Source: an optimization exercise on an open RTL-to-GDS flow (aim: small area). Production flows keep margins and buffers that such runs may drop.
At most, simulation tests tie the RTL to the original design; equivalence was not proved.
For run 2, only the layout was checked, not whether the RTL still works.
No driver is modelled on the clock port, so clocking that relies on it looks cheaper here than on a real chip.
Power figures rest on the tool's default switching activity, not on a simulated workload.

<file path="flow/config.mk">
export PLATFORM = sky130hd
export DESIGN_NAME = ALUSystem
export DESIGN_NICKNAME = ALUSystem
export VERILOG_FILES = /design/flow/design.v
export SDC_FILE = /design/flow/constraint.sdc
export NUM_CORES = 4
export LEC_CHECK = 0
export ABC_AREA = 1
export CAP_MARGIN = 20
export CORE_MARGIN = 2
export CORE_UTILIZATION = 40
export SLEW_MARGIN = 20
export SYNTH_HIERARCHICAL = 1
export SYNTH_MINIMUM_KEEP_SIZE = 0
</file>
<file path="flow/constraint.sdc">
create_clock -name core_clock -period 4.5 [get_ports {Clock}]
set_input_delay 0.9000 -clock core_clock [delete_from_list [all_inputs] [get_ports {Clock}]]
set_output_delay 0.9000 -clock core_clock [all_outputs]
set_load 0.01 [all_outputs]
</file>
<file path="flow/design.v">
module ALUSystem(
input[2:0] RF_O1Sel,
input[2:0] RF_O2Sel,
input[1:0] RF_FunSel,
input[3:0] RF_RSel,
input[3:0] RF_TSel,
input[3:0] ALU_FunSel,
input[1:0] ARF_OutASel,
input[1:0] ARF_OutBSel,
input[1:0] ARF_FunSel,
input[3:0] ARF_RSel,
input      IR_LH,
input      IR_Enable,
input[1:0] IR_FunSel,
input      Mem_WR,
input      Mem_CS,
input[1:0] MuxASel,
input[1:0] MuxBSel,
input      MuxCSel,
input      Clock,
input [7:0] Mem_RData,
output [7:0] RF_O1,
output [7:0] RF_O2,
output [7:0] ALU_Out,
output [3:0] ALU_FlagOut,
output [7:0] ARF_OutA,
output [7:0] ARF_OutB,
output [15:0] IR_Out,
output [7:0] MuxAOut,
output [7:0] MuxBOut,
output [7:0] MuxCOut
);
    wire [7:0] MemOut = (~Mem_WR & ~Mem_CS) ? Mem_RData : 8'h00;
    reg [7:0] ma, mb, mc;
    reg [7:0] alu;
    reg fc, fo;
    reg [7:0] T1, T2, T3, T4, R1, R2, R3, R4;
    reg [2:0] o1s, o2s;
    wire [7:0] rf_ldv = ma & {8{RF_FunSel[0]}};
    wire [7:0] T1_d;
    cnt8 c_T1(.q(T1), .cnt(RF_TSel[3] & RF_FunSel[1]), .ld(RF_TSel[3] & ~RF_FunSel[1]), .up(RF_FunSel[0]), .v(rf_ldv), .d(T1_d));
    wire [7:0] T2_d;
    cnt8 c_T2(.q(T2), .cnt(RF_TSel[2] & RF_FunSel[1]), .ld(RF_TSel[2] & ~RF_FunSel[1]), .up(RF_FunSel[0]), .v(rf_ldv), .d(T2_d));
    wire [7:0] T3_d;
    cnt8 c_T3(.q(T3), .cnt(RF_TSel[1] & RF_FunSel[1]), .ld(RF_TSel[1] & ~RF_FunSel[1]), .up(RF_FunSel[0]), .v(rf_ldv), .d(T3_d));
    wire [7:0] T4_d;
    cnt8 c_T4(.q(T4), .cnt(RF_TSel[0] & RF_FunSel[1]), .ld(RF_TSel[0] & ~RF_FunSel[1]), .up(RF_FunSel[0]), .v(rf_ldv), .d(T4_d));
    wire [7:0] R1_d;
    cnt8 c_R1(.q(R1), .cnt(RF_RSel[3] & RF_FunSel[1]), .ld(RF_RSel[3] & ~RF_FunSel[1]), .up(RF_FunSel[0]), .v(rf_ldv), .d(R1_d));
    wire [7:0] R2_d;
    cnt8 c_R2(.q(R2), .cnt(RF_RSel[2] & RF_FunSel[1]), .ld(RF_RSel[2] & ~RF_FunSel[1]), .up(RF_FunSel[0]), .v(rf_ldv), .d(R2_d));
    wire [7:0] R3_d;
    cnt8 c_R3(.q(R3), .cnt(RF_RSel[1] & RF_FunSel[1]), .ld(RF_RSel[1] & ~RF_FunSel[1]), .up(RF_FunSel[0]), .v(rf_ldv), .d(R3_d));
    wire [7:0] R4_d;
    cnt8 c_R4(.q(R4), .cnt(RF_RSel[0] & RF_FunSel[1]), .ld(RF_RSel[0] & ~RF_FunSel[1]), .up(RF_FunSel[0]), .v(rf_ldv), .d(R4_d));
    always @(posedge Clock) begin
        T1 <= T1_d;
        T2 <= T2_d;
        T3 <= T3_d;
        T4 <= T4_d;
        R1 <= R1_d;
        R2 <= R2_d;
        R3 <= R3_d;
        R4 <= R4_d;
        o1s <= RF_O1Sel;
        o2s <= RF_O2Sel;
    end
    wire [7:0] rf_o1, rf_o2;
    rfport p1(.s(o1s), .r0(T1), .r1(T2), .r2(T3), .r3(T4), .r4(R1), .r5(R2), .r6(R3), .r7(R4), .o(rf_o1));
    rfport p2(.s(o2s), .r0(T1), .r1(T2), .r2(T3), .r3(T4), .r4(R1), .r5(R2), .r6(R3), .r7(R4), .o(rf_o2));
    reg [7:0] AR, SP, PCP, PC;
    reg [1:0] oas, obs;
    wire [7:0] arf_ldv = mb & {8{ARF_FunSel[0]}};
    wire [7:0] PC_d;
    cnt8 c_PC(.q(PC), .cnt(ARF_RSel[3] & ARF_FunSel[1]), .ld(ARF_RSel[3] & ~ARF_FunSel[1]), .up(~ARF_FunSel[0]), .v(arf_ldv), .d(PC_d));
    wire [7:0] AR_d;
    cnt8 c_AR(.q(AR), .cnt(ARF_RSel[2] & ARF_FunSel[1]), .ld(ARF_RSel[2] & ~ARF_FunSel[1]), .up(~ARF_FunSel[0]), .v(arf_ldv), .d(AR_d));
    wire [7:0] SP_d;
    cnt8 c_SP(.q(SP), .cnt(ARF_RSel[1] & ARF_FunSel[1]), .ld(ARF_RSel[1] & ~ARF_FunSel[1]), .up(~ARF_FunSel[0]), .v(arf_ldv), .d(SP_d));
    wire [7:0] PCP_d;
    cnt8 c_PCP(.q(PCP), .cnt(ARF_RSel[0] & ARF_FunSel[1]), .ld(ARF_RSel[0] & ~ARF_FunSel[1]), .up(~ARF_FunSel[0]), .v(arf_ldv), .d(PCP_d));
    always @(posedge Clock) begin
        PC <= PC_d;
        AR <= AR_d;
        SP <= SP_d;
        PCP <= PCP_d;
        oas <= ARF_OutASel;
        obs <= ARF_OutBSel;
    end
    wire [3:0] oah = 4'd1 << oas;
    wire [3:0] obh = 4'd1 << obs;
    wire [7:0] arf_a = (AR & {8{oah[0]}}) | (SP & {8{oah[1]}}) | (PCP & {8{oah[2]}}) | (PC & {8{oah[3]}});
    wire [7:0] arf_b = (AR & {8{obh[0]}}) | (SP & {8{obh[1]}}) | (PCP & {8{obh[2]}}) | (PC & {8{obh[3]}});
    reg [15:0] ir;
    wire ir_cnt = IR_Enable & IR_FunSel[1];
    wire ir_ldl = IR_Enable & ~IR_FunSel[1] & ~(IR_FunSel[0] & IR_LH);
    wire ir_ldh = IR_Enable & ~IR_FunSel[1] & ~(IR_FunSel[0] & ~IR_LH);
    wire [7:0] ir_ldv = MemOut & {8{IR_FunSel[0]}};
    wire [15:0] ir_d;
    wire ir_tl, ir_th;
    cnt8 c_irl(.q(ir[7:0]), .cnt(ir_cnt), .ld(ir_ldl), .up(IR_FunSel[0]), .v(ir_ldv), .d(ir_d[7:0]));
    assign ir_th = ir_cnt & (IR_FunSel[0] ? &ir[7:0] : ~|ir[7:0]);
    cnt8 c_irh(.q(ir[15:8]), .cnt(ir_th), .ld(ir_ldh), .up(IR_FunSel[0]), .v(ir_ldv), .d(ir_d[15:8]));
    always @(posedge Clock) ir <= ir_d;
    always @(posedge Clock) begin
        case (MuxASel)
            2'd0: ma <= alu; 2'd1: ma <= MemOut; 2'd2: ma <= ir[7:0]; default: ma <= arf_a;
        endcase
        case (MuxBSel)
            2'd0: mb <= alu; 2'd1: mb <= MemOut; 2'd2: mb <= ir[7:0]; default: mb <= arf_a;
        endcase
        mc <= MuxCSel ? arf_a : rf_o1;
    end
    wire [7:0] r;
    wire c, o;
    alu_dp ua(.A(mc), .B(rf_o2), .F(ALU_FunSel), .fc(fc), .fo(fo), .r(r), .c(c), .o(o));
    always @(posedge Clock) begin
        alu <= r;
        fc <= c;
        fo <= o;
    end
    assign RF_O1 = rf_o1;
    assign RF_O2 = rf_o2;
    assign ALU_Out = alu;
    assign ALU_FlagOut = {~|alu, fc, alu[7], fo};
    assign ARF_OutA = arf_a;
    assign ARF_OutB = arf_b;
    assign IR_Out = ir;
    assign MuxAOut = ma;
    assign MuxBOut = mb;
    assign MuxCOut = mc;
endmodule
module cnt8(input [7:0] q, input cnt, input ld, input up, input [7:0] v, output [7:0] d);
    wire nld;
    wire [8:0] tc;       
    wire [7:0] mn;       
    assign tc[0] = cnt;
    g_inv u_nld(.a(ld), .y(nld));
    genvar i;
    generate for (i = 0; i < 8; i = i + 1) begin : b
        g_a22oi u_m(.a1(q[i]), .a2(nld), .b1(v[i]), .b2(ld), .y(mn[i]));
        if (i % 2 == 0) begin : ev
            wire x;
            g_xnor2 u_d(.a(mn[i]), .b(tc[i]), .y(d[i]));
            if (i < 7) begin : c
                g_xnor2 u_x(.a(q[i]), .b(up), .y(x));
                g_nand2 u_t(.a(tc[i]), .b(x), .y(tc[i+1]));
            end
        end else begin : od
            wire nx;
            g_xor2 u_d(.a(mn[i]), .b(tc[i]), .y(d[i]));
            if (i < 7) begin : c
                g_xor2 u_x(.a(q[i]), .b(up), .y(nx));
                g_nor2 u_t(.a(tc[i]), .b(nx), .y(tc[i+1]));
            end
        end
    end endgenerate
endmodule
module g_inv(input a, output y);
    assign y = ~a;
endmodule
module g_nand2(input a, input b, output y);
    assign y = ~(a & b);
endmodule
module g_nor2(input a, input b, output y);
    assign y = ~(a | b);
endmodule
module g_xor2(input a, input b, output y);
    assign y = a ^ b;
endmodule
module g_xnor2(input a, input b, output y);
    assign y = ~(a ^ b);
endmodule
module g_a22oi(input a1, input a2, input b1, input b2, output y);
    assign y = ~((a1 & a2) | (b1 & b2));
endmodule
module rfport(input [2:0] s, input [7:0] r0, r1, r2, r3, r4, r5, r6, r7, output [7:0] o);
    wire [2:0] ns;
    wire [7:0] h;
    g_inv u_i0(.a(s[0]), .y(ns[0]));
    g_inv u_i1(.a(s[1]), .y(ns[1]));
    g_inv u_i2(.a(s[2]), .y(ns[2]));
    g_nor3 u_h0(.a(s[2]),  .b(s[1]),  .c(s[0]),  .y(h[0]));
    g_nor3 u_h1(.a(s[2]),  .b(s[1]),  .c(ns[0]), .y(h[1]));
    g_nor3 u_h2(.a(s[2]),  .b(ns[1]), .c(s[0]),  .y(h[2]));
    g_nor3 u_h3(.a(s[2]),  .b(ns[1]), .c(ns[0]), .y(h[3]));
    g_nor3 u_h4(.a(ns[2]), .b(s[1]),  .c(s[0]),  .y(h[4]));
    g_nor3 u_h5(.a(ns[2]), .b(s[1]),  .c(ns[0]), .y(h[5]));
    g_nor3 u_h6(.a(ns[2]), .b(ns[1]), .c(s[0]),  .y(h[6]));
    g_nor3 u_h7(.a(ns[2]), .b(ns[1]), .c(ns[0]), .y(h[7]));
    genvar i;
    generate for (i = 0; i < 8; i = i + 1) begin : b
        wire n0, n1, n2;
        g_a222oi u_a(.a1(r0[i]), .a2(h[0]), .b1(r1[i]), .b2(h[1]), .c1(r2[i]), .c2(h[2]), .y(n0));
        g_a222oi u_b(.a1(r3[i]), .a2(h[3]), .b1(r4[i]), .b2(h[4]), .c1(r5[i]), .c2(h[5]), .y(n1));
        g_a22oi  u_c(.a1(r6[i]), .a2(h[6]), .b1(r7[i]), .b2(h[7]), .y(n2));
        g_nand3  u_o(.a(n0), .b(n1), .c(n2), .y(o[i]));
    end endgenerate
endmodule
module alu_dp(input [7:0] A, input [7:0] B, input [3:0] F, input fc, input fo,
              output [7:0] r, output reg c, output reg o);
    wire [3:0] k;
    wire arith, narith, cmp, L, R;
    alu_ctl u_ctl(.F(F), .k(k), .arith(arith), .narith(narith), .cmp(cmp), .L(L), .R(R));
    wire msb = F[1] & (F[0] ? fc : A[7]);               
    wire [7:0] lu, nbase, nshv;
    wire [8:0] cy;      
    wire G;
    assign cy[0] = F[0];
    genvar i;
    generate for (i = 0; i < 8; i = i + 1) begin : b
        g_mux4 u_lu(.d0(k[0]), .d1(k[1]), .d2(k[2]), .d3(k[3]), .s0(B[i]), .s1(A[i]), .y(lu[i]));
        if (i % 2 == 0) begin : ev
            wire nca;
            g_mux2i u_c(.a0(A[i]), .a1(cy[i]), .s(lu[i]), .y(cy[i+1]));
            g_nand2 u_ca(.a(cy[i]), .b(arith), .y(nca));
            g_xor2 u_s(.a(lu[i]), .b(nca), .y(nbase[i]));
        end else begin : od
            wire na, ca;
            g_inv u_na(.a(A[i]), .y(na));
            g_mux2i u_c(.a0(na), .a1(cy[i]), .s(lu[i]), .y(cy[i+1]));
            g_nor2 u_ca(.a(cy[i]), .b(narith), .y(ca));
            g_xnor2 u_s(.a(lu[i]), .b(ca), .y(nbase[i]));
        end
        if (i == 0) begin : s0
            g_a22oi u_sh(.a1(A[1]), .a2(R), .b1(A[0]), .b2(G), .y(nshv[0]));
        end else if (i == 7) begin : s7
            g_a222oi u_sh(.a1(A[6]), .a2(L), .b1(msb), .b2(R), .c1(A[7]), .c2(G), .y(nshv[7]));
        end else begin : sm
            g_a222oi u_sh(.a1(A[i-1]), .a2(L), .b1(A[i+1]), .b2(R), .c1(A[i]), .c2(G), .y(nshv[i]));
        end
        g_o21ai u_r(.a1(nbase[i]), .a2(cmp), .b1(nshv[i]), .y(r[i]));
    end endgenerate
    wire co = cy[8];
    assign G = cmp & co;
    always @* begin
        c = fc;
        o = fo;
        case (F)
            4'b0100: begin c = co; o = co; end
            4'b0101: begin c = co & (|B); o = c ^ r[7]; end
            4'b1011: c = A[7];
            4'b1100: c = A[0];
            4'b1111: c = A[0];
            default: ;
        endcase
    end
endmodule
module alu_ctl(input [3:0] F, output [3:0] k, output arith, output narith, output cmp, output L, output R);
    reg [7:0] t;
    always @* begin
        case (F)
            4'b0000: t = 8'b1100_0000;  
            4'b0001: t = 8'b1010_0000;  
            4'b0010: t = 8'b0011_0000;  
            4'b0011: t = 8'b0101_0000;  
            4'b0100: t = 8'b0110_1000;  
            4'b0101: t = 8'b1001_1000;  
            4'b0110: t = 8'b1001_0100;  
            4'b0111: t = 8'b1000_0000;  
            4'b1000: t = 8'b1110_0000;  
            4'b1001: t = 8'b0111_0000;  
            4'b1010: t = 8'b0110_0000;  
            4'b1011: t = 8'b0000_0010;  
            4'b1100: t = 8'b0000_0001;  
            4'b1101: t = 8'b0000_0010;  
            4'b1110: t = 8'b0000_0001;  
            default: t = 8'b0000_0001;  
        endcase
    end
    assign k = t[7:4];
    assign arith = t[3];
    assign narith = ~t[3];
    assign cmp = t[2];
    assign L = t[1];
    assign R = t[0];
endmodule
module g_nor3(input a, input b, input c, output y);
    assign y = ~(a | b | c);
endmodule
module g_nand3(input a, input b, input c, output y);
    assign y = ~(a & b & c);
endmodule
module g_a222oi(input a1, input a2, input b1, input b2, input c1, input c2, output y);
    assign y = ~((a1 & a2) | (b1 & b2) | (c1 & c2));
endmodule
module g_o21ai(input a1, input a2, input b1, output y);
    assign y = ~((a1 | a2) & b1);
endmodule
module g_mux2i(input a0, input a1, input s, output y);
    assign y = ~(s ? a1 : a0);
endmodule
module g_mux4(input d0, input d1, input d2, input d3, input s0, input s1, output y);
    assign y = s1 ? (s0 ? d3 : d2) : (s0 ? d1 : d0);
endmodule
</file>
<file path="flow/flow/run.sh">
#!/bin/bash
# Own layout flow: the standard layout (standard.sh), changed in three ways:
#  - synthesis maps the logic with an area-oriented ABC script (flow/abc_area.script),
#    and leaves adders to it rather than to the half- and full-adder cells;
#    everything else in synthesis, registers included, is the standard synthesis;
#  - every input and output port gets a buffer of the smallest buffer cell, buf_1;
#  - the clock tree uses small clock buffers and no dummy loads.
# Each tool's full output goes to a log file of its own in this folder.
set -euo pipefail
W=$PWD

# Synthesis: the standard scripts, with only the ABC area script replaced.
rm -rf "$W/own_scripts"
cp -r "$FLOW_HOME/scripts" "$W/own_scripts"
cp "$W/flow/abc_area.script" "$W/own_scripts/abc_area.script"
bash standard.sh SCRIPTS_DIR="$W/own_scripts" ABC_AREA=1 ADDER_MAP_FILE= synth > "$W/synth.log" 2>&1

# The rest of the standard layout.
bash standard.sh \
  "BUFFER_PORTS_ARGS=-buffer_cell sky130_fd_sc_hd__buf_1" \
  "CTS_ARGS=-sink_clustering_enable -repair_clock_nets -dont_use_dummy_load -buf_list {sky130_fd_sc_hd__clkbuf_4 sky130_fd_sc_hd__clkbuf_8}" \
  finish > "$W/layout.log" 2>&1
</file>
<file path="flow/flow/abc_area.script">
strash
&get -n
&fraig -x
&put
scorr
dc2
strash
&get -n
&dch -f
&nf -R 1000
&put
&get -n
&dch -f
&nf -R 1000
&put
&get -n
&dch -f
&nf -R 1000
&put
&get -n
&dch -f
&nf -R 1000
&put
&get -n
&dch -f
&nf -R 1000
&put
&get -n
&dch -f
&nf -R 1000
&put
&get -n
&dch -f
&nf -R 1000
&put
&get -n
&dch -f
&nf -R 1000
&put
</file>
<file path="flow/standard.sh">
#!/bin/bash
# synth_recipe.tcl (not shown) runs the flow's synth.tcl, then flattens the netlist and writes it again
# the make line also repeats each setting of config.mk as NAME=value (left out here)
make -C /OpenROAD-flow-scripts/flow DESIGN_CONFIG=/design/flow/config.mk WORK_HOME=/design/flow/orfs CLKGATE_MAP_FILE= SYNTH_SCRIPT=/design/flow/synth_recipe.tcl "${@:-finish}"
</file>
==> results of run 1 <==
## cell families after synthesis
logic type | share of synthesized area
simple gates | 0.163
flops | 0.356
buf+inv | 0.0158
compound gates | 0.215
mux | 0.0297
xor+xnor | 0.220
## through the flow
step / TNS (ns) / cell area (µm²) / hold slack [ns] / setup slack [ns]
after floorplan: 0 / 8760 / 0.464 / 0.271
after detailed placement: -0.0835 / 9800 / 0.491 / -0.0835
after CTS: 0 / 10000 / 0.505 / 0.221
after global placement: 0 / 9800 / 0.480 / 0.0939
after global routing: 0 / 10100 / 0.525 / 0.00135
final: 0 / 10100 / 0.500 / 0.312
## critical path: stages, from the launching register on
cell and delay [ns]:
dfxtp_2 0.41, clkinv_1 0.19, nor3_1 0.29, a222oi_1 0.16
nand3_2 0.15, mux4_2 0.54, mux2i_1 0.22, mux2i_1 0.13
mux2i_1 0.23, mux2i_1 0.13, mux2i_1 0.19, mux2i_1 0.13
mux2i_1 0.20, mux2i_1 0.13, and2_0 0.17, a222oi_1 0.27
o21ai_0 0.19, xnor2_1 0.18, nand3_1 0.08, o211ai_1 0.08
## layout by cell type (no fill, tap or decap), types with 30 or more instances in the layout
cell type / n
buf_1: 132
nor2_1: 71
nand2_1: 131
and2_0: 35
xnor2_1: 118
clkinv_1: 30
a222oi_1: 71
a22oi_1: 129
dfxtp_1: 153
xor2_1: 102
## layer usage
metal  wire length [µm]  share of wire  global-route usage
met1              12500           0.46               0.322
met4                766          0.028              0.0863
met2              12200           0.44               0.364
met3               2000          0.073              0.0485
met5                  0              0                   0
## modules after synthesis (local to each module, per instance), a selection
module   cell area, µm²  times used
alu_dp              138           1
g_a22oi            7.51         129
g_inv              3.75          24
g_mux4             22.5           8
g_nand2            3.75          60
g_nor2             3.75          46
g_nor3             5.00          16
g_o21ai            5.00           8
g_xor2             8.76         102
## worst min path at each step
stage / from / endpoint / slack (ns) / cells past startpoint
detailed placement: fo / fo / 0.49 / 2
CTS: fo / fo / 0.50 / 2
global placement: fo / fo / 0.48 / 2
floorplan: fo / fo / 0.46 / 2
global route: RF_O1Sel[0] / o1s[0] / 0.53 / 1
finish: fo / fo / 0.50 / 2
## power by group through the flow
stage          clock, mW  combinational (mW)  sequential, mW
2_1_floorplan          0                1.31            2.30
3_5_place_dp           0                1.89            2.46
5_1_grt            0.858                2.10            2.52
4_1_cts            0.820                1.90            2.44
6_report           0.800                1.91            2.45
3_3_place_gp           0                1.86            2.47
## final cells by class
cell class              count  share of cell area
well taps                 280              0.0347
inverters                  31              0.0115
clock buffers              17              0.0232
repair buffers            161              0.0707
flip-flops and latches    156               0.310
multi-input cells         788               0.550
## what timing repair did
| item | CTS | global route |
|---|---|---|
| cloned | 0 | 0 |
| endpoints found under the setup margin | 1 | 1 |
| resized for setup | 1 | 12 |
| pin swaps | 0 | 1 |
==> impl_metrics.csv, run 1 <==
group,metric,value,unit
worst_setup_path,arrival,4.52,ns
synthesis,synth_seq_cells,156,
timing,maxSlewHeadroom,0.344,
timing,final-setup-viol-count,0,
worst_setup_path,crit_fanout,5,
timing,worst_pin_slew,0.977,ns
timing,maxSlewViolCount,0,
worst_setup_path,rr_startpoint,"o2s[2]",
global_route,grt_pass1_wl,43300,µm
synthesis,synth_area_leaders,"dfxtp_1 (36%), xnor2_1 (12%), a22oi_1 (11%)",
global_route,antenna_found_initial,0,
timing,grt_setup_unrepaired,"no",
synthesis,synth_top_area_cell,"dfxtp_1",
layout,largest_reg_flops,16,
synthesis,ys_types,29,
worst_setup_path,worstPathRequired,4.83,ns
routing,vias,8276,
synthesis,synth.top_cell.area_share,0.356,
routing,drc_errors,0,
synthesis,yosysWarnings,9,
layout,drive_gt1_frac,0.0564,
floorplan,fp.dieW,152,µm
timing,fin_skew,0.0368,ns
timing,fmax,239,MHz
layout,multi_input_area,5540,µm²
synthesis,ys_seq_area_frac,0.356,
timing,min_period_over_period,0.931,
power,power,5.16,mW
floorplan,ios,134,
synthesis,syn_nets,1028,
clock_network,htreeDepth,4,
placement,gp_congestion,0.905,
synthesis,synth_edf_count,0,
worst_setup_path,crit_path_start,"o2s[2]",
floorplan,initial_utilization,0.404,
worst_setup_path,path_class,"flop to flop",
layout,largest_register,"ir",
placement,hpwl,20800,µm
floorplan,rows,54,
synthesis,synthArstFlopShare,0,
clock_network,cts_tree,"yes",
clock_network,path_clk_slew,0.09,ns
run,cap_violations,0,
global_route,grt-ovfl-total,0,
floorplan,fp.dieH,152,µm
worst_setup_path,critPathCapture,"fo",
routing,routed_wl,27500,µm
synthesis,synth_flop_cell,"dfxtp_1",
power,p_seq_frac,0.475,
synthesis,netlist_instances,978,
power,switchingPower,2.11,mW
power,swShare,0.409,
placement,port_buffers,133,
power,pwr-share-comb,0.370,
floorplan,core_area,21700,µm²
worst_setup_path,reg2reg_depth,19,
outcome,status,"finished clean",
worst_setup_path,r2r_end,"fo",
hold_path,hp-class,"flop to flop",
power,peakVddDrop,0.000257,V
routing,dr.pass1.iters,10,
clock_network,postCtsSetupRepairBufs,0,
placement,place_inst,1416,
routing,vias_per_cell,5.78,
layout,nNetsFinal,1205,
timing,finalHoldViolCount,0,
global_route,grt_max_degree,51,
layout,antenna_cells,0,
clock_network,clock_path_buffers,2,
routing,wl_per_cell,19.2,µm
clock_network,clk_latency,0.46,ns
timing,min_period,4.19,ns
global_route,first_global_vias,7861,
routing,ant_nets,0,
clock_network,cts_root_buf,"clkbuf_8",
clock_network,cts_buffers,17,
clock_network,cts_sinks,156,
synthesis,syn_area_per_cell,8.96,µm²
power,p_leak,3.42,nW
layout,stdcell_count,1433,
worst_setup_path,crit_path_start_kind,"flop",
global_route,track_usage,0.235,
worst_setup_path,cp-end-kind,"flop",
layout,fill_cells,2177,
routing,drt_iter0_markers,989,
floorplan,dieArea,23100,µm²
power,p_int,3.05,mW
layout,seq_area,3130,µm²
clock_network,ctsHoldBuffers,0,
power,clkPwrFrac,0.155,
layout,finalCoreUtilization,0.465,
synthesis,synth_common_cells,"dfxtp_1 (156), nand2_1 (131), a22oi_1 (129)",
worst_setup_path,reg2reg_slack,0.31,ns
layout,syn2layout_area_growth,15.1,%
power,powerDensity,512,nW/µm²
synthesis,syn_area,8760,µm²
synthesis,synthMostInstantiatedCell,"dfxtp_1",
==> run 2, diff against run 1 <==
--- a/flow/design.v
+++ b/flow/design.v
@@ -98,7 +98,6 @@
     wire [7:0] ir_ldv = MemOut & {8{IR_FunSel[0]}};
     wire [15:0] ir_d;
-    wire ir_tl, ir_th;
-    cnt8 c_irl(.q(ir[7:0]), .cnt(ir_cnt), .ld(ir_ldl), .up(IR_FunSel[0]), .v(ir_ldv), .d(ir_d[7:0]));
-    assign ir_th = ir_cnt & (IR_FunSel[0] ? &ir[7:0] : ~|ir[7:0]);
+    wire ir_th;
+    cnt8c c_irl(.q(ir[7:0]), .cnt(ir_cnt), .ld(ir_ldl), .up(IR_FunSel[0]), .v(ir_ldv), .d(ir_d[7:0]), .co(ir_th));
     cnt8 c_irh(.q(ir[15:8]), .cnt(ir_th), .ld(ir_ldh), .up(IR_FunSel[0]), .v(ir_ldv), .d(ir_d[15:8]));
     always @(posedge Clock) ir <= ir_d;
@@ -157,4 +156,29 @@
     end endgenerate
 endmodule
+module cnt8c(input [7:0] q, input cnt, input ld, input up, input [7:0] v, output [7:0] d, output co);
+    wire nld;
+    wire [8:0] tc;       
+    wire [7:0] mn;       
+    assign tc[0] = cnt;
+    g_inv u_nld(.a(ld), .y(nld));
+    genvar i;
+    generate for (i = 0; i < 8; i = i + 1) begin : b
+        g_a22oi u_m(.a1(q[i]), .a2(nld), .b1(v[i]), .b2(ld), .y(mn[i]));
+        if (i % 2 == 0) begin : ev
+            wire x;
+            g_xnor2 u_d(.a(mn[i]), .b(tc[i]), .y(d[i]));
+            if (i < 7) begin : c
+                g_xnor2 u_x(.a(q[i]), .b(up), .y(x));
+                g_nand2 u_t(.a(tc[i]), .b(x), .y(tc[i+1]));
+            end
+        end else begin : od
+            wire nx;
+            g_xor2 u_d(.a(mn[i]), .b(tc[i]), .y(d[i]));
+            g_xor2 u_x(.a(q[i]), .b(up), .y(nx));
+            g_nor2 u_t(.a(tc[i]), .b(nx), .y(tc[i+1]));
+        end
+    end endgenerate
+    assign co = tc[8];
+endmodule
 module g_inv(input a, output y);
     assign y = ~a;
@@ -210,5 +234,5 @@
     genvar i;
     generate for (i = 0; i < 8; i = i + 1) begin : b
-        g_mux4 u_lu(.d0(k[0]), .d1(k[1]), .d2(k[2]), .d3(k[3]), .s0(B[i]), .s1(A[i]), .y(lu[i]));
+        g_mux4 u_lu(.d0(k[0]), .d1(k[2]), .d2(k[1]), .d3(k[3]), .s0(A[i]), .s1(B[i]), .y(lu[i]));
         if (i % 2 == 0) begin : ev
             wire nca;
@@ -239,5 +263,5 @@
         case (F)
             4'b0100: begin c = co; o = co; end
-            4'b0101: begin c = co & (|B); o = c ^ r[7]; end
+            4'b0101: begin c = co & (|B); o = c ^ ~nbase[7]; end
             4'b1011: c = A[7];
             4'b1100: c = A[0];
==> impl_metrics.csv, run 2 <==
group,metric,value,unit
floorplan,ios,134,
timing,fin_worst_hold_slack,0.498,ns
placement,dp_slack,-0.0685,ns
global_route,grt-ovfl-total,0,
global_route,grt_max_degree,52,
floorplan,fp.dieH,152,µm
timing,fin_skew,0.0343,ns
routing,routed_wl,27500,µm
layout,antenna_cells,0,
timing,min_period,4.17,ns
placement,hpwl,20800,µm
layout,final_cell_area,9920,µm²
clock_network,cts_tree,"yes",
worst_setup_path,arrival,4.48,ns
layout,mostFrequentLayoutCells,"dfxtp_1 (156), buf_1 (132), nand2_1 (131)",
synthesis,synth_seq_cells,156,
synthesis,ys_seq_area_frac,0.358,
layout,largest_reg_flops,16,
timing,maxSlewViolCount,0,
synthesis,ys_types,30,
power,peakVddDrop,0.000229,V
worst_setup_path,path_cells,"clkinv_1, nor3_2, a222oi_1, nand3_1, mux4_2, mux2i_1, mux2i_1, mux2i_1, mux2i_1, mux2i_1, mux2i_1, mux2i_1, mux2i_1, and2_0, a222oi_1, o21ai_0",
routing,drc_errors,0,
layout,largest_register,"ir",
timing,fmax,240,MHz
outcome,status,"finished clean",
worst_setup_path,cp-end-kind,"flop",
floorplan,core_area,21600,µm²
power,powerDensity,511,nW/µm²
routing,vias_per_cell,5.80,
power,pwr-share-comb,0.364,
power,swShare,0.409,
clock_network,path_clk_slew,0.08,ns
clock_network,ctsHoldBuffers,0,
synthesis,yosysWarnings,9,
worst_setup_path,path_class,"flop to flop",
placement,port_buffers,133,
layout,multi_input_area,5490,µm²
layout,fill_cells,2192,
floorplan,dieArea,23000,µm²
layout,syn2layout_area_growth,13.7,%
layout,seq_area,3120,µm²
clock_network,htreeDepth,4,
layout,nNetsFinal,1183,
placement,placed_area,9660,µm²
timing,fin_ws,0.331,ns
synthesis,syn_area,8720,µm²
clock_network,cts_root_buf,"clkbuf_8",
global_route,grt_pass1_wl,42000,µm
routing,vias,8190,
synthesis,synth_edf_count,0,
synthesis,synth_flop_cell,"dfxtp_1",
power,p_leak,3.33,nW
timing,fin_setup_tns,0,ns
timing,finalHoldViolCount,0,
global_route,track_usage,0.238,
routing,drt_iter0_markers,930,
synthesis,synth_area_leaders,"dfxtp_1 (36%), xnor2_1 (12%), a22oi_1 (11%)",
timing,worst_pin_slew,0.975,ns
routing,ant_nets,0,
synthesis,synth_common_cells,"dfxtp_1 (156), nand2_1 (131), a22oi_1 (129)",
timing,maxSlewHeadroom,0.345,
synthesis,syn_nets,1020,
power,power,5.06,mW
synthesis,synthMostInstantiatedCell,"dfxtp_1",
clock_network,clock_path_buffers,2,
clock_network,cts_sinks,156,
floorplan,fp.dieW,152,µm
timing,final-setup-viol-count,0,
clock_network,cts_buffers,17,
synthesis,synth.top_cell.area_share,0.358,
power,p_int,2.99,mW
synthesis,synthArstFlopShare,0,
global_route,first_global_vias,7401,
worst_setup_path,crit_path_start_kind,"flop",
routing,wl_per_cell,19.5,µm
power,switchingPower,2.07,mW
worst_setup_path,reg2reg_slack,0.33,ns
synthesis,syn_area_per_cell,8.99,µm²
worst_setup_path,crit_fanout,8,
power,p_seq_frac,0.477,
floorplan,initial_utilization,0.403,
synthesis,synth_top_area_cell,"dfxtp_1",
placement,gp_congestion,0.892,
layout,drive_gt1_frac,0.0398,
worst_setup_path,worstPathRequired,4.81,ns
synthesis,netlist_instances,970,
worst_setup_path,crit_path_frequent_cell,"mux2i_1",
floorplan,rows,54,
routing,dr.pass1.iters,10,
power,clkPwrFrac,0.159,
run,cap_violations,0,
timing,min_period_over_period,0.926,
clock_network,clk_latency,0.47,ns
layout,final_common_cell,"dfxtp_1",
worst_setup_path,cpMaxStageDelayCell,"nor3_2",
hold_path,hp-class,"flop to flop",
global_route,antenna_found_initial,0,
worst_setup_path,max_stage_delay,0.51,ns
[run 2: cell types whose count changed after synthesis, sizes merged, moves of 2 or more]
cell / previous run / this run
nand3: 23 / 19
nand4: 3 / 1
nor2: 71 / 69
nor2b: 20 / 18
xor2: 102 / 104
[run 2: final timing paths]
path	to	cells after the start	start
worst min register to register	fo	2	fo
worst max register to register	alu[5]	16	o2s[1]
worst min-delay path	fo	2	fo
worst max-delay path	alu[5]	16	o2s[1]
[run 2: through the flow]
stage / cells / util
6_report: 1411 / 0.459
5_1_grt: 1411 / 0.459
4_1_cts: 1411 / 0.458
3_5_place_dp: 1394 / 0.447
3_3_place_gp: 1394 / 0.447
2_1_floorplan: 970 / -
[run 2: metal layers]
layer	global-route usage	up-vias	wire (µm)
met1	0.343	3848	12600
met5	0	-	0
met4	0.0782	0	733
li1	-	3920	-
met3	0.0422	44	2070
met2	0.359	378	12200
[run 2: cell type report]
type | count | area share
Clock buffer | 17 | 0.0236
Timing Repair Buffer | 147 | 0.0613
Multi-Input combinational cell | 780 | 0.553
Sequential cell | 156 | 0.315
Tap cell | 280 | 0.0353
Inverter | 31 | 0.0117
[run 2: kinds of logic after synthesis]
kind of cell | count (synthesis) | share of synthesized area
simple gates | 308 | 0.158
compound gates | 235 | 0.216
xor+xnor | 221 | 0.222
flops | 156 | 0.358
buf+inv | 34 | 0.0159
mux | 16 | 0.0298
[run 2: power by group through the flow]
stage | Combinational [mW] | Clock, mW | Sequential [mW]
floorplan | 1.28 | 0 | 2.28
finish | 1.84 | 0.807 | 2.42
global placement | 1.79 | 0 | 2.42
detailed placement | 1.82 | 0 | 2.43
global route | 2.02 | 0.870 | 2.48
CTS | 1.83 | 0.824 | 2.40
[run 2: timing repair]
item,CTS,global route
gates resized for setup,0,5
hold endpoints to repair,0,0
buffers inserted,0,0
setup endpoints to repair,0,9
[run 2: per-module statistics from Yosys (local to each module, per instance), a selection]
module / times used / cell area, µm² / flip-flops and latches / cells
g_nor2: 47 / 3.75 / 0 / 1
g_xnor2: 116 / 8.76 / 0 / 1
g_mux4: 8 / 22.5 / 0 / 1
g_inv: 24 / 3.75 / 0 / 1
g_a22oi: 129 / 7.51 / 0 / 1
g_nor3: 16 / 5.00 / 0 / 1
ALUSystem: 1 / 4230 / 156 / 348
alu_dp: 1 / 133 / 0 / 24
g_o21ai: 8 / 5.00 / 0 / 1
[run 2: critical path: cells and delay by family (launching register included)]
| kind | cells | cell delay, ns |
|---|---|---|
| AOI/OAI and AO/OA | 3 | 0.67 |
| buffers and inverters | 1 | 0.19 |
| DFF | 1 | 0.44 |
| muxes | 9 | 1.68 |
| and+or+nand+nor | 3 | 1.04 |
==> run 3, diff against run 2 <==
--- a/flow/design.v
+++ b/flow/design.v
@@ -37,21 +37,21 @@
     reg [7:0] T1, T2, T3, T4, R1, R2, R3, R4;
     reg [2:0] o1s, o2s;
-    wire [7:0] rf_ldv = ma & {8{RF_FunSel[0]}};
+    wire rf_ld = ~RF_FunSel[1] & RF_FunSel[0];     
     wire [7:0] T1_d;
-    cnt8 c_T1(.q(T1), .cnt(RF_TSel[3] & RF_FunSel[1]), .ld(RF_TSel[3] & ~RF_FunSel[1]), .up(RF_FunSel[0]), .v(rf_ldv), .d(T1_d));
+    cnt8 c_T1(.q(T1), .cnt(RF_TSel[3] & RF_FunSel[1]), .nld(~(RF_TSel[3] & ~RF_FunSel[1])), .ldd(RF_TSel[3] & rf_ld), .up(RF_FunSel[0]), .v(ma), .d(T1_d));
     wire [7:0] T2_d;
-    cnt8 c_T2(.q(T2), .cnt(RF_TSel[2] & RF_FunSel[1]), .ld(RF_TSel[2] & ~RF_FunSel[1]), .up(RF_FunSel[0]), .v(rf_ldv), .d(T2_d));
+    cnt8 c_T2(.q(T2), .cnt(RF_TSel[2] & RF_FunSel[1]), .nld(~(RF_TSel[2] & ~RF_FunSel[1])), .ldd(RF_TSel[2] & rf_ld), .up(RF_FunSel[0]), .v(ma), .d(T2_d));
     wire [7:0] T3_d;
-    cnt8 c_T3(.q(T3), .cnt(RF_TSel[1] & RF_FunSel[1]), .ld(RF_TSel[1] & ~RF_FunSel[1]), .up(RF_FunSel[0]), .v(rf_ldv), .d(T3_d));
+    cnt8 c_T3(.q(T3), .cnt(RF_TSel[1] & RF_FunSel[1]), .nld(~(RF_TSel[1] & ~RF_FunSel[1])), .ldd(RF_TSel[1] & rf_ld), .up(RF_FunSel[0]), .v(ma), .d(T3_d));
     wire [7:0] T4_d;
-    cnt8 c_T4(.q(T4), .cnt(RF_TSel[0] & RF_FunSel[1]), .ld(RF_TSel[0] & ~RF_FunSel[1]), .up(RF_FunSel[0]), .v(rf_ldv), .d(T4_d));
+    cnt8 c_T4(.q(T4), .cnt(RF_TSel[0] & RF_FunSel[1]), .nld(~(RF_TSel[0] & ~RF_FunSel[1])), .ldd(RF_TSel[0] & rf_ld), .up(RF_FunSel[0]), .v(ma), .d(T4_d));
     wire [7:0] R1_d;
-    cnt8 c_R1(.q(R1), .cnt(RF_RSel[3] & RF_FunSel[1]), .ld(RF_RSel[3] & ~RF_FunSel[1]), .up(RF_FunSel[0]), .v(rf_ldv), .d(R1_d));
+    cnt8 c_R1(.q(R1), .cnt(RF_RSel[3] & RF_FunSel[1]), .nld(~(RF_RSel[3] & ~RF_FunSel[1])), .ldd(RF_RSel[3] & rf_ld), .up(RF_FunSel[0]), .v(ma), .d(R1_d));
     wire [7:0] R2_d;
-    cnt8 c_R2(.q(R2), .cnt(RF_RSel[2] & RF_FunSel[1]), .ld(RF_RSel[2] & ~RF_FunSel[1]), .up(RF_FunSel[0]), .v(rf_ldv), .d(R2_d));
+    cnt8 c_R2(.q(R2), .cnt(RF_RSel[2] & RF_FunSel[1]), .nld(~(RF_RSel[2] & ~RF_FunSel[1])), .ldd(RF_RSel[2] & rf_ld), .up(RF_FunSel[0]), .v(ma), .d(R2_d));
     wire [7:0] R3_d;
-    cnt8 c_R3(.q(R3), .cnt(RF_RSel[1] & RF_FunSel[1]), .ld(RF_RSel[1] & ~RF_FunSel[1]), .up(RF_FunSel[0]), .v(rf_ldv), .d(R3_d));
+    cnt8 c_R3(.q(R3), .cnt(RF_RSel[1] & RF_FunSel[1]), .nld(~(RF_RSel[1] & ~RF_FunSel[1])), .ldd(RF_RSel[1] & rf_ld), .up(RF_FunSel[0]), .v(ma), .d(R3_d));
     wire [7:0] R4_d;
-    cnt8 c_R4(.q(R4), .cnt(RF_RSel[0] & RF_FunSel[1]), .ld(RF_RSel[0] & ~RF_FunSel[1]), .up(RF_FunSel[0]), .v(rf_ldv), .d(R4_d));
+    cnt8 c_R4(.q(R4), .cnt(RF_RSel[0] & RF_FunSel[1]), .nld(~(RF_RSel[0] & ~RF_FunSel[1])), .ldd(RF_RSel[0] & rf_ld), .up(RF_FunSel[0]), .v(ma), .d(R4_d));
     always @(posedge Clock) begin
         T1 <= T1_d;
@@ -71,13 +71,13 @@
     reg [7:0] AR, SP, PCP, PC;
     reg [1:0] oas, obs;
-    wire [7:0] arf_ldv = mb & {8{ARF_FunSel[0]}};
+    wire arf_ld = ~ARF_FunSel[1] & ARF_FunSel[0];   
     wire [7:0] PC_d;
-    cnt8 c_PC(.q(PC), .cnt(ARF_RSel[3] & ARF_FunSel[1]), .ld(ARF_RSel[3] & ~ARF_FunSel[1]), .up(~ARF_FunSel[0]), .v(arf_ldv), .d(PC_d));
+    cnt8 c_PC(.q(PC), .cnt(ARF_RSel[3] & ARF_FunSel[1]), .nld(~(ARF_RSel[3] & ~ARF_FunSel[1])), .ldd(ARF_RSel[3] & arf_ld), .up(~ARF_FunSel[0]), .v(mb), .d(PC_d));
     wire [7:0] AR_d;
-    cnt8 c_AR(.q(AR), .cnt(ARF_RSel[2] & ARF_FunSel[1]), .ld(ARF_RSel[2] & ~ARF_FunSel[1]), .up(~ARF_FunSel[0]), .v(arf_ldv), .d(AR_d));
+    cnt8 c_AR(.q(AR), .cnt(ARF_RSel[2] & ARF_FunSel[1]), .nld(~(ARF_RSel[2] & ~ARF_FunSel[1])), .ldd(ARF_RSel[2] & arf_ld), .up(~ARF_FunSel[0]), .v(mb), .d(AR_d));
     wire [7:0] SP_d;
-    cnt8 c_SP(.q(SP), .cnt(ARF_RSel[1] & ARF_FunSel[1]), .ld(ARF_RSel[1] & ~ARF_FunSel[1]), .up(~ARF_FunSel[0]), .v(arf_ldv), .d(SP_d));
+    cnt8 c_SP(.q(SP), .cnt(ARF_RSel[1] & ARF_FunSel[1]), .nld(~(ARF_RSel[1] & ~ARF_FunSel[1])), .ldd(ARF_RSel[1] & arf_ld), .up(~ARF_FunSel[0]), .v(mb), .d(SP_d));
     wire [7:0] PCP_d;
-    cnt8 c_PCP(.q(PCP), .cnt(ARF_RSel[0] & ARF_FunSel[1]), .ld(ARF_RSel[0] & ~ARF_FunSel[1]), .up(~ARF_FunSel[0]), .v(arf_ldv), .d(PCP_d));
+    cnt8 c_PCP(.q(PCP), .cnt(ARF_RSel[0] & ARF_FunSel[1]), .nld(~(ARF_RSel[0] & ~ARF_FunSel[1])), .ldd(ARF_RSel[0] & arf_ld), .up(~ARF_FunSel[0]), .v(mb), .d(PCP_d));
     always @(posedge Clock) begin
         PC <= PC_d;
@@ -96,9 +96,9 @@
     wire ir_ldl = IR_Enable & ~IR_FunSel[1] & ~(IR_FunSel[0] & IR_LH);
     wire ir_ldh = IR_Enable & ~IR_FunSel[1] & ~(IR_FunSel[0] & ~IR_LH);
-    wire [7:0] ir_ldv = MemOut & {8{IR_FunSel[0]}};
+    wire ir_rd = IR_FunSel[0] & ~Mem_WR & ~Mem_CS;    
     wire [15:0] ir_d;
     wire ir_th;
-    cnt8c c_irl(.q(ir[7:0]), .cnt(ir_cnt), .ld(ir_ldl), .up(IR_FunSel[0]), .v(ir_ldv), .d(ir_d[7:0]), .co(ir_th));
-    cnt8 c_irh(.q(ir[15:8]), .cnt(ir_th), .ld(ir_ldh), .up(IR_FunSel[0]), .v(ir_ldv), .d(ir_d[15:8]));
+    cnt8c c_irl(.q(ir[7:0]), .cnt(ir_cnt), .nld(~ir_ldl), .ldd(ir_ldl & ir_rd), .up(IR_FunSel[0]), .v(Mem_RData), .d(ir_d[7:0]), .co(ir_th));
+    cnt8 c_irh(.q(ir[15:8]), .cnt(ir_th), .nld(~ir_ldh), .ldd(ir_ldh & ir_rd), .up(IR_FunSel[0]), .v(Mem_RData), .d(ir_d[15:8]));
     always @(posedge Clock) ir <= ir_d;
     always @(posedge Clock) begin
@@ -130,13 +130,11 @@
     assign MuxCOut = mc;
 endmodule
-module cnt8(input [7:0] q, input cnt, input ld, input up, input [7:0] v, output [7:0] d);
-    wire nld;
+module cnt8(input [7:0] q, input cnt, input nld, input ldd, input up, input [7:0] v, output [7:0] d);
     wire [8:0] tc;       
     wire [7:0] mn;       
     assign tc[0] = cnt;
-    g_inv u_nld(.a(ld), .y(nld));
     genvar i;
     generate for (i = 0; i < 8; i = i + 1) begin : b
-        g_a22oi u_m(.a1(q[i]), .a2(nld), .b1(v[i]), .b2(ld), .y(mn[i]));
+        g_a22oi u_m(.a1(q[i]), .a2(nld), .b1(v[i]), .b2(ldd), .y(mn[i]));
         if (i % 2 == 0) begin : ev
             wire x;
@@ -156,13 +154,11 @@
     end endgenerate
 endmodule
-module cnt8c(input [7:0] q, input cnt, input ld, input up, input [7:0] v, output [7:0] d, output co);
-    wire nld;
+module cnt8c(input [7:0] q, input cnt, input nld, input ldd, input up, input [7:0] v, output [7:0] d, output co);
     wire [8:0] tc;       
     wire [7:0] mn;       
     assign tc[0] = cnt;
-    g_inv u_nld(.a(ld), .y(nld));
     genvar i;
     generate for (i = 0; i < 8; i = i + 1) begin : b
-        g_a22oi u_m(.a1(q[i]), .a2(nld), .b1(v[i]), .b2(ld), .y(mn[i]));
+        g_a22oi u_m(.a1(q[i]), .a2(nld), .b1(v[i]), .b2(ldd), .y(mn[i]));
         if (i % 2 == 0) begin : ev
             wire x;
==> impl_metrics.csv, run 3 <==
group,metric,value,unit
floorplan,rows,53,
timing,maxSlewHeadroom,0.371,
global_route,grt_max_degree,39,
layout,seq_area,3130,µm²
timing,finalHoldViolCount,0,
clock_network,cts_resized,0,
floorplan,dieArea,22600,µm²
global_route,antenna_found_initial,0,
timing,worst_pin_slew,0.936,ns
routing,drt_iter0_markers,1236,
clock_network,clk_latency,0.46,ns
worst_setup_path,cp-end-kind,"flop",
layout,largest_register,"ir",
clock_network,htreeDepth,4,
placement,placed_area,9520,µm²
power,swShare,0.411,
power,p_leak,3.29,nW
floorplan,initial_utilization,0.408,
layout,drive_gt1_frac,0.0469,
layout,fill_cells,2072,
synthesis,synth_edf_count,0,
global_route,grt-ovfl-total,0,
clock_network,path_clk_slew,0.09,ns
global_route,track_usage,0.238,
global_route,first_global_vias,7340,
power,p_int,2.97,mW
synthesis,synthMostInstantiatedCell,"dfxtp_1",
routing,ant_nets,0,
layout,multi_input_area,5420,µm²
floorplan,ios,134,
layout,mostFrequentLayoutCells,"dfxtp_1 (153), nand2_1 (135), buf_1 (132)",
layout,nNetsFinal,1161,
clock_network,ctsHoldBuffers,0,
power,p_seq_frac,0.496,
placement,hpwl,20200,µm
timing,fmax,237,MHz
layout,largest_reg_flops,16,
synthesis,netlist_instances,946,
synthesis,synthArstFlopShare,0,
routing,wl_per_cell,19.4,µm
worst_setup_path,arrival,4.53,ns
worst_setup_path,timing.critical_path.buf_inv,2,
routing,drc_errors,0,
power,pwr-share-comb,0.345,
worst_setup_path,crit_path_start_kind,"flop",
power,clkPwrFrac,0.160,
hold_path,hp-class,"flop to flop",
floorplan,core_area,21000,µm²
power,powerDensity,514,nW/µm²
clock_network,cts_sinks,156,
run,cap_violations,0,
placement,place_inst,1367,
routing,vias_per_cell,5.90,
worst_setup_path,critPathTopFamily,"multiplexers",
timing,final-setup-viol-count,0,
worst_setup_path,crit_path_frequent_cell,"mux2i_1",
layout,final_common_cell,"dfxtp_1",
worst_setup_path,cpMaxStageDelayCell,"dfxtp_2",
timing,maxSlewViolCount,0,
synthesis,yosysWarnings,9,
layout,finalCoreUtilization,0.467,
power,switchingPower,2.07,mW
layout,final_cell_area,9810,µm²
timing,min_period,4.22,ns
worst_setup_path,crit_fanout,8,
synthesis,syn_area_per_cell,9.06,µm²
worst_setup_path,path_class,"flop to flop",
clock_network,cts_root_buf,"clkbuf_8",
routing,routed_wl,26900,µm
synthesis,syn_area,8570,µm²
worst_setup_path,max_stage_delay,0.45,ns
timing,min_period_over_period,0.939,
layout,antenna_cells,0,
floorplan,fp.dieW,150,µm
timing,fin_skew,0.0337,ns
routing,vias,8162,
clock_network,postCtsSetupRepairBufs,0,
clock_network,cts_tree,"yes",
synthesis,synth.top_cell.area_share,0.364,
worst_setup_path,path_cells,"clkinv_1, nor3_1, buf_4, a22oi_1, nand3_1, mux4_2, mux2i_1, mux2i_1, mux2i_1, mux2i_1, mux2i_1, mux2i_1, mux2i_1, mux2i_1, and2_0, a222oi_1, o21ai_0",
placement,port_buffers,133,
routing,dr.pass1.iters,14,
synthesis,ys_seq_area_frac,0.364,
layout,stdcell_count,1384,
power,peakVddDrop,0.000243,V
synthesis,ys_types,28,
synthesis,synth_seq_cells,156,
global_route,grt_pass1_wl,41400,µm
synthesis,synth_top_area_cell,"dfxtp_1",
synthesis,synth_flop_cell,"dfxtp_1",
floorplan,fp.dieH,150,µm
synthesis,synth_common_cells,"dfxtp_1 (156), nand2_1 (135), a22oi_1 (129)",
outcome,status,"finished clean",
worst_setup_path,worstPathRequired,4.80,ns
clock_network,clock_path_buffers,2,
synthesis,syn_nets,996,
placement,gp_congestion,0.901,
timing,fin_setup_tns,0,ns
clock_network,cts_buffers,17,
layout,syn2layout_area_growth,14.4,%
synthesis,synth_area_leaders,"dfxtp_1 (36%), xnor2_1 (12%), a22oi_1 (11%)",
==> run 3: changes by cell type after synthesis, sizes merged, moves of 2 or more <==
| cell | previous run | this run |
|---|---|---|
| and2 | 35 | 19 |
| clkinv | 31 | 16 |
| nor2b | 18 | 7 |
| nand2b | 4 | 14 |
| nor2 | 69 | 79 |
| and3 | 8 | 1 |
| nand2 | 131 | 135 |
| o21ai | 11 | 14 |
| a21oi | 8 | 6 |
| nor4 | 4 | 6 |
==> run 3: power groups by stage <==
| stage | combinational [mW] | sequential (mW) | clock (mW) |
|---|---|---|---|
| 4_1_cts | 1.73 | 2.48 | 0.826 |
| 3_3_place_gp | 1.69 | 2.52 | 0 |
| 5_1_grt | 1.91 | 2.56 | 0.879 |
| 3_5_place_dp | 1.72 | 2.50 | 0 |
| 6_report | 1.74 | 2.50 | 0.806 |
| 2_1_floorplan | 1.22 | 2.31 | 0 |
==> run 3: final cells by class <==
cell class                 instances  share of cell area
multi-input combinational        771               0.552
sequential                       156               0.319
timing repair buffer             149              0.0633
tap                              275              0.0351
clock buffer                      17              0.0239
inverter                          16             0.00651
==> run 3: logic make-up after synthesis <==
group / after synthesis / share of synthesized area
compound gates: 233 / 0.218
buf+inv: 19 / 0.00963
simple gates: 301 / 0.152
flops: 156 / 0.364
mux: 16 / 0.0304
xor+xnor: 221 / 0.226
==> run 3: modules after synthesis (local to each module, per instance), a selection <==
module     area (µm²)  times used  flip-flops and latches  cells
ALUSystem        4150           1                     156    340
alu_ctl           120           1                       0     22
g_mux4           22.5           8                       0      1
g_mux2i          10.0           8                       0      1
g_a222oi         10.0          39                       0      1
g_xor2           8.76         103                       0      1
g_xnor2          8.76         116                       0      1
g_a22oi          7.51         129                       0      1
g_nor3           5.00          16                       0      1
g_nand3          5.00          16                       0      1
g_nor2           3.75          47                       0      1
g_inv            3.75          10                       0      1
g_nand2          3.75          60                       0      1
==> run 3: through the flow <==
step	worst slack (ns)	hold slack, ns	power, mW
after CTS	0.118	0.479	5.04
final	0.276	0.468	5.04
after global routing	-0.0164	0.496	5.35
after floorplan	0.624	0.442	3.53
after global placement	0.189	0.460	4.20
after detailed placement	-0.00960	0.464	4.23
==> run 3: worst paths after layout <==
path	startpoint	slack, ns	endpoint	cells after the start
setup / recovery	o2s[2]	0.28	alu[3]	17
hold / removal	fo	0.47	fo	2
setup reg to reg	o2s[2]	0.28	alu[3]	17
hold reg to reg	fo	0.47	fo	2
==> run 3: worst min-delay path: cells and delay by family (launching register included) <==
kind	cells	cell delay [ns]
AO/OA/AOI/OAI	1	0.07
buffers and inverters	1	0.04
flip-flops	1	0.31
==> run 3: layer usage <==
| metal | vias to the layer above | track usage | part of all wire | wire length [µm] |
|---|---|---|---|---|
| met5 | - | 0 | 0 | 0 |
| met3 | 36 | 0.0555 | 0.11 | 2840 |
| li1 | 3846 | - | - | - |
| met4 | 0 | 0.0689 | 0.019 | 523 |
| met1 | 3862 | 0.351 | 0.45 | 12000 |
| met2 | 418 | 0.344 | 0.43 | 11500 |
==> run 4, diff against run 3 <==
--- a/flow/flow/run.sh
+++ b/flow/flow/run.sh
@@ -1,4 +1,4 @@
 #!/bin/bash
-# Own layout flow: the standard layout (standard.sh), changed in three ways:
+# Own layout flow: the standard layout (standard.sh), changed in these ways:
 #  - synthesis maps the logic with an area-oriented ABC script (flow/abc_area.script),
 #    and leaves adders to it rather than to the half- and full-adder cells;
==> impl_metrics.csv, run 4 <==
group,metric,value,unit
routing,ant_nets,0,
worst_setup_path,max_stage_delay,0.45,ns
synthesis,synth_flop_cell,"dfxtp_1",
worst_setup_path,crit_fanout,8,
worst_setup_path,timing.critical_path.buf_inv,2,
layout,drive_gt1_frac,0.0469,
synthesis,ys_seq_area_frac,0.364,
synthesis,synthArstFlopShare,0,
clock_network,clk_latency,0.46,ns
timing,finalHoldViolCount,0,
global_route,grt_max_degree,39,
timing,min_period,4.22,ns
layout,multi_input_area,5420,µm²
floorplan,dieArea,22600,µm²
layout,mostFrequentLayoutCells,"dfxtp_1 (153), nand2_1 (135), buf_1 (132)",
routing,wl_per_cell,19.4,µm
layout,final_common_cell,"dfxtp_1",
synthesis,synth_seq_cells,156,
routing,drt_iter0_markers,1236,
clock_network,cts_tree,"yes",
timing,fmax,237,MHz
timing,final-setup-viol-count,0,
synthesis,synth.top_cell.area_share,0.364,
outcome,status,"finished clean",
floorplan,fp.dieW,150,µm
global_route,antenna_found_initial,0,
global_route,grt-ovfl-total,0,
layout,nNetsFinal,1161,
layout,largest_reg_flops,16,
worst_setup_path,crit_path_frequent_cell,"mux2i_1",
global_route,grt_pass1_wl,41400,µm
worst_setup_path,arrival,4.53,ns
placement,hpwl,20200,µm
placement,gp_congestion,0.901,
hold_path,hp-class,"flop to flop",
worst_setup_path,worstPathRequired,4.80,ns
synthesis,ys_types,28,
floorplan,initial_utilization,0.408,
synthesis,syn_area_per_cell,9.06,µm²
synthesis,yosysWarnings,9,
timing,min_period_over_period,0.939,
synthesis,syn_area,8570,µm²
synthesis,synth_common_cells,"dfxtp_1 (156), nand2_1 (135), a22oi_1 (129)",
power,powerDensity,514,nW/µm²
synthesis,synth_edf_count,0,
timing,fin_worst_hold_slack,0.468,ns
layout,seq_area,3130,µm²
clock_network,clock_path_buffers,2,
routing,dr.pass1.iters,14,
global_route,track_usage,0.238,
clock_network,ctsHoldBuffers,0,
floorplan,ios,134,
timing,maxSlewHeadroom,0.371,
synthesis,netlist_instances,946,
power,pwr-share-comb,0.345,
power,clkPwrFrac,0.160,
clock_network,cts_root_buf,"clkbuf_8",
worst_setup_path,path_class,"flop to flop",
floorplan,core_area,21000,µm²
placement,place_inst,1367,
layout,antenna_cells,0,
timing,fin_setup_tns,0,ns
placement,port_buffers,133,
synthesis,synth_top_area_cell,"dfxtp_1",
layout,fill_cells,2072,
timing,worst_pin_slew,0.936,ns
power,switchingPower,2.07,mW
power,peakVddDrop,0.000243,V
routing,routed_wl,26900,µm
worst_setup_path,cp-end-kind,"flop",
worst_setup_path,path_cells,"clkinv_1, nor3_1, buf_4, a22oi_1, nand3_1, mux4_2, mux2i_1, mux2i_1, mux2i_1, mux2i_1, mux2i_1, mux2i_1, mux2i_1, mux2i_1, and2_0, a222oi_1, o21ai_0",
synthesis,synthMostInstantiatedCell,"dfxtp_1",
power,p_int,2.97,mW
routing,drc_errors,0,
layout,syn2layout_area_growth,14.4,%
power,p_leak,3.29,nW
worst_setup_path,cpMaxStageDelayCell,"dfxtp_2",
timing,fin_skew,0.0337,ns
power,p_seq_frac,0.496,
layout,largest_register,"ir",
clock_network,cts_sinks,156,
clock_network,path_clk_slew,0.09,ns
power,power,5.04,mW
worst_setup_path,crit_path_start_kind,"flop",
run,cap_violations,0,
synthesis,syn_nets,996,
clock_network,cts_buffers,17,
routing,vias,8162,
clock_network,htreeDepth,4,
floorplan,fp.dieH,150,µm
timing,maxSlewViolCount,0,
floorplan,rows,53,
layout,stdcell_count,1384,
synthesis,synth_area_leaders,"dfxtp_1 (36%), xnor2_1 (12%), a22oi_1 (11%)",
routing,vias_per_cell,5.90,
worst_setup_path,critPathTopFamily,"multiplexers",
global_route,first_global_vias,7340,
power,swShare,0.411,
## run 4: tightest hold or removal path, cell delays in order, from the launching register on
cell,delay (ns)
dfxtp_1,0.31
clkinv_1,0.04
o21ai_0,0.07
## run 4: final cells by class
class                           count  share of cell area
Clock buffer                       17              0.0239
Inverter                           16             0.00651
Multi-Input combinational cell    771               0.552
Sequential cell                   156               0.319
Tap cell                          275              0.0351
Timing Repair Buffer              149              0.0633
## run 4: path summary, 6_finish.rpt
check              start      to  slack, ns  depth (start not counted)
setup / recovery  o2s[2]  alu[3]       0.28                         17
hold / removal        fo      fo       0.47                          2
setup reg to reg  o2s[2]  alu[3]       0.28                         17
hold reg to reg       fo      fo       0.47                          2
## run 4: timing repair
item | 4_1_cts | 5_1_grt
buffers inserted | 0 | 0
endpoints found under the setup margin | 0 | 10
gates resized for setup | 0 | 14
## run 4: kinds of logic after synthesis
kind of cell,Yosys count,share of synthesized area
compound gates,233,0.218
xor+xnor,221,0.226
buf+inv,19,0.00963
flops,156,0.364
mux,16,0.0304
simple gates,301,0.152
## run 4: power groups by stage
stage / combinational (mW) / sequential, mW / clock, mW
after floorplan: 1.22 / 2.31 / 0
after global placement: 1.69 / 2.52 / 0
after detailed placement: 1.72 / 2.50 / 0
after CTS: 1.73 / 2.48 / 0.826
after global routing: 1.91 / 2.56 / 0.879
final: 1.74 / 2.50 / 0.806
## run 4: stage by stage
stage	cell area, µm²	utilization	setup slack, ns
4_1_cts	9750	0.464	0.118
3_3_place_gp	9520	0.453	0.189
5_1_grt	9810	0.467	-0.0164
3_5_place_dp	9520	0.453	-0.00960
6_report	9810	0.467	0.276
2_1_floorplan	8570	-	0.624
## run 4: metal layers
layer | vias up | global-route usage | wire, µm
met5 | - | 0 | 0
li1 | 3846 | - | -
met1 | 3862 | 0.351 | 12000
met3 | 36 | 0.0555 | 2840
met4 | 0 | 0.0689 | 523
met2 | 418 | 0.344 | 11500
## run 4: Yosys stat by module (local to each module, per instance), a selection
module	times used	cell area (µm²)
ALUSystem	1	4150
alu_dp	1	133
alu_ctl	1	120
g_xor2	103	8.76
g_xnor2	116	8.76
g_a22oi	129	7.51
g_inv	10	3.75
==> run 5, diff against run 4 <==
--- a/flow/flow/run.sh
+++ b/flow/flow/run.sh
@@ -5,5 +5,7 @@
 #    everything else in synthesis, registers included, is the standard synthesis;
 #  - every input and output port gets a buffer of the smallest buffer cell, buf_1;
-#  - the clock tree uses small clock buffers and no dummy loads.
+#  - the clock tree uses clkbuf_4 buffers and no dummy loads; the buffers whose
+#    flip-flops would see too slow a clock edge are upsized to clkbuf_8
+#    (flow/post_cts.tcl).
 # Each tool's full output goes to a log file of its own in this folder.
 set -euo pipefail
@@ -19,4 +21,5 @@
 bash standard.sh \
   "BUFFER_PORTS_ARGS=-buffer_cell sky130_fd_sc_hd__buf_1" \
-  "CTS_ARGS=-sink_clustering_enable -repair_clock_nets -dont_use_dummy_load -buf_list {sky130_fd_sc_hd__clkbuf_4 sky130_fd_sc_hd__clkbuf_8}" \
+  "CTS_ARGS=-sink_clustering_enable -repair_clock_nets -dont_use_dummy_load -buf_list {sky130_fd_sc_hd__clkbuf_4}" \
+  "POST_CTS_TCL=$W/flow/post_cts.tcl" \
   finish > "$W/layout.log" 2>&1
==> flow/flow/post_cts.tcl (new file) <==
# Run by the CTS step after its own work (POST_CTS_TCL): the clock tree is
# built of clkbuf_4; each clock buffer that drives a flip-flop clock pin whose
# slew is over the target is upsized to clkbuf_8, and the placement is
# legalized again.
proc my_fix_clock_slew { target } {
  estimate_parasitics -placement
  set up {}
  foreach pin [get_pins -hierarchical */CLK] {
    if {[get_property $pin slew_max] > $target} {
      set net [get_nets -of_objects $pin]
      foreach drv [get_pins -of_objects $net -filter "direction==output"] {
        set inst [get_cells -of_objects $drv]
        set name [get_property $inst name]
        if {[get_property [get_lib_cells -of_objects $inst] name] == "sky130_fd_sc_hd__clkbuf_4"} {
          dict set up $name 1
        }
      }
    }
  }
  foreach name [dict keys $up] {
    replace_cell [get_cells $name] sky130_fd_sc_hd__clkbuf_8
  }
  puts "my_fix_clock_slew: upsized [dict size $up] clock buffers"
}
my_fix_clock_slew 0.110
detailed_placement
check_placement -verbose
estimate_parasitics -placement
report_clock_min_period
==> impl_metrics.csv, run 5 <==
group,metric,value,unit
worst_setup_path,reg2reg_slack,0.32,ns
synthesis,synthMostInstantiatedCell,"dfxtp_1",
synthesis,synth_edf_count,0,
synthesis,synth_seq_cells,156,
clock_network,cts_sinks,156,
worst_setup_path,rr_startpoint,"o2s[2]",
timing,fin_skew,0.0335,ns
routing,drt_iter0_markers,1316,
global_route,grt_pass1_wl,41300,µm
timing,fmax,239,MHz
timing,min_period_over_period,0.929,
floorplan,fp.dieW,150,µm
global_route,track_usage,0.237,
synthesis,synth_top_area_cell,"dfxtp_1",
worst_setup_path,path_cells,"clkinv_1, nor3_1, buf_4, a22oi_1, nand3_2, mux4_2, mux2i_1, mux2i_1, mux2i_1, mux2i_1, mux2i_1, mux2i_1, mux2i_1, mux2i_1, and2_0, a222oi_1, o21ai_0",
routing,drc_errors,0,
placement,gp_congestion,0.901,
layout,nNetsFinal,1161,
synthesis,synth_area_leaders,"dfxtp_1 (36%), xnor2_1 (12%), a22oi_1 (11%)",
worst_setup_path,worstPathRequired,4.92,ns
layout,final_cell_area,9770,µm²
global_route,grt-ovfl-total,0,
global_route,antenna_found_initial,1,
layout,largest_register,"ir",
worst_setup_path,cp-end-kind,"flop",
layout,fill_cells,2070,
run,cap_violations,0,
synthesis,netlist_instances,946,
worst_setup_path,arrival,4.60,ns
power,powerDensity,507,nW/µm²
clock_network,cts_tree,"yes",
clock_network,clk_latency,0.59,ns
worst_setup_path,reg2reg_depth,17,
clock_network,path_clk_slew,0.11,ns
floorplan,ios,134,
synthesis,syn_area_per_cell,9.06,µm²
worst_setup_path,cpMaxStageDelayCell,"dfxtp_2",
hold_path,min-delay-start,"ARF_OutBSel[0]",
placement,hpwl,20200,µm
routing,vias,8138,
timing,maxSlewHeadroom,0.366,
hold_path,hold_end,"obs[0]",
layout,finalCoreUtilization,0.465,
worst_setup_path,crit_fanout,8,
layout,largest_reg_flops,16,
synthesis,ys_seq_area_frac,0.364,
synthesis,synthArstFlopShare,0,
synthesis,syn_nets,996,
worst_setup_path,crit_path_frequent_cell,"mux2i_1",
routing,ant_nets,0,
routing,vias_per_cell,5.88,
worst_setup_path,crit_path_start_kind,"flop",
worst_setup_path,r2r_end,"alu[3]",
timing,maxSlewViolCount,0,
timing,final-setup-viol-count,0,
timing,fin_worst_hold_slack,0.402,ns
layout,drive_gt1_frac,0.0487,
layout,syn2layout_area_growth,14.0,%
routing,routed_wl,26800,µm
synthesis,yosysWarnings,9,
synthesis,ys_types,28,
power,power,4.95,mW
timing,worst_pin_slew,0.944,ns
worst_setup_path,timing.critical_path.buf_inv,2,
timing,finalHoldViolCount,0,
power,peakVddDrop,0.000242,V
timing,min_period,4.18,ns
layout,final_common_cell,"dfxtp_1",
placement,placed_area,9520,µm²
layout,mostFrequentLayoutCells,"dfxtp_1 (153), nand2_1 (135), buf_1 (132)",
worst_setup_path,max_stage_delay,0.47,ns
synthesis,syn_area,8570,µm²
outcome,status,"finished clean",
power,p_leak,3.27,nW
placement,port_buffers,133,
synthesis,synth_flop_cell,"dfxtp_1",
floorplan,core_area,21000,µm²
routing,wl_per_cell,19.3,µm
floorplan,dieArea,22600,µm²
worst_setup_path,critPathTopFamily,"multiplexers",
floorplan,fp.dieH,150,µm
floorplan,initial_utilization,0.408,
worst_setup_path,crit_cells,17,
routing,dr.pass1.iters,11,
worst_setup_path,path_class,"flop to flop",
synthesis,synth_common_cells,"dfxtp_1 (156), nand2_1 (135), a22oi_1 (129)",
placement,place_inst,1367,
timing,grt_setup_unrepaired,"no",
hold_path,hp-class,"input port to flop",
floorplan,rows,53,
global_route,grt_max_degree,39,
synthesis,synth.top_cell.area_share,0.364,
layout,stdcell_count,1385,
global_route,first_global_vias,7312,
hold_path,whs_path_depth,1,
==> run 5: cell count changes in the layout (fill, tap and decap cells not counted), sizes merged <==
cell and change:
clkinvlp +1, diode +1, inv -1
==> run 5: cells by family after synthesis <==
kind of cell,Yosys count,share of synthesized area
DFF,156,0.364
buffers and inverters,19,0.00963
AOI/OAI and AO/OA,233,0.218
muxes,16,0.0304
and+or+nand+nor,301,0.152
xor gates and xnor gates,221,0.226
==> run 5: worst register-to-register path, delay by kind of cell, from the launching register on <==
family | cells | cell delay, ns
buffers and inverters | 2 | 0.42
flip-flops | 1 | 0.47
AND/OR/NAND/NOR | 3 | 0.74
AO/OA/AOI/OAI | 3 | 0.65
multiplexers | 9 | 1.75
==> run 5: worst max path at each step <==
stage,from,endpoint,slack (ns)
floorplan,ALU_FunSel[0],alu[2],0.62
finish,o2s[2],alu[3],0.32
global placement,ALU_FunSel[0],alu[3],0.19
global route,o2s[2],alu[3],0.03
detailed placement,ALU_FunSel[1],alu[3],-0.01
==> run 5: routing by layer <==
layer  vias to the layer above  global-route usage  wire (µm)  share of wire
met5                         -                   0          0              0
met4                         0              0.0698        593          0.022
met3                        39              0.0527       2680           0.10
met2                       425               0.342      11400           0.43
met1                      3828               0.351      12100           0.45
li1                       3846                   -          -              -
==> run 5: cell type report <==
class,instances,area [µm²],share of cell area
Timing Repair Buffer,149,621,0.0635
Clock buffer,17,184,0.0188
Multi-Input combinational cell,771,5430,0.555
Sequential cell,156,3130,0.320
Antenna cell,1,2.50,0.000256
Inverter,16,67.6,0.00691
Tap cell,275,344,0.0352
==> run 5: report_power, final <==
| part | leakage (nW) | switching, mW | total, mW | internal (mW) |
|---|---|---|---|---|
| Clock | 0.102 | 0.464 | 0.721 | 0.257 |
| Sequential | 1.29 | 0.684 | 2.50 | 1.81 |
| Combinational | 1.87 | 0.913 | 1.74 | 0.825 |
| Total | 3.27 | 2.06 | 4.95 | 2.89 |
==> run 5: per-module statistics from Yosys (local to each module, per instance), a selection <==
module | times used | cell area [µm²]
alu_dp | 1 | 133
g_a222oi | 39 | 10.0
g_a22oi | 129 | 7.51
g_nand2 | 60 | 3.75
g_xor2 | 103 | 8.76
g_nor2 | 47 | 3.75
ALUSystem | 1 | 4150
alu_ctl | 1 | 120
g_inv | 10 | 3.75
g_nor3 | 16 | 5.00
==> run 5: metrics by stage <==
step | setup TNS (ns) | worst slack, ns
global route | 0 | 0.0327
detailed placement | -0.00960 | -0.00960
global placement | 0 | 0.189
floorplan | 0 | 0.624
finish | 0 | 0.320
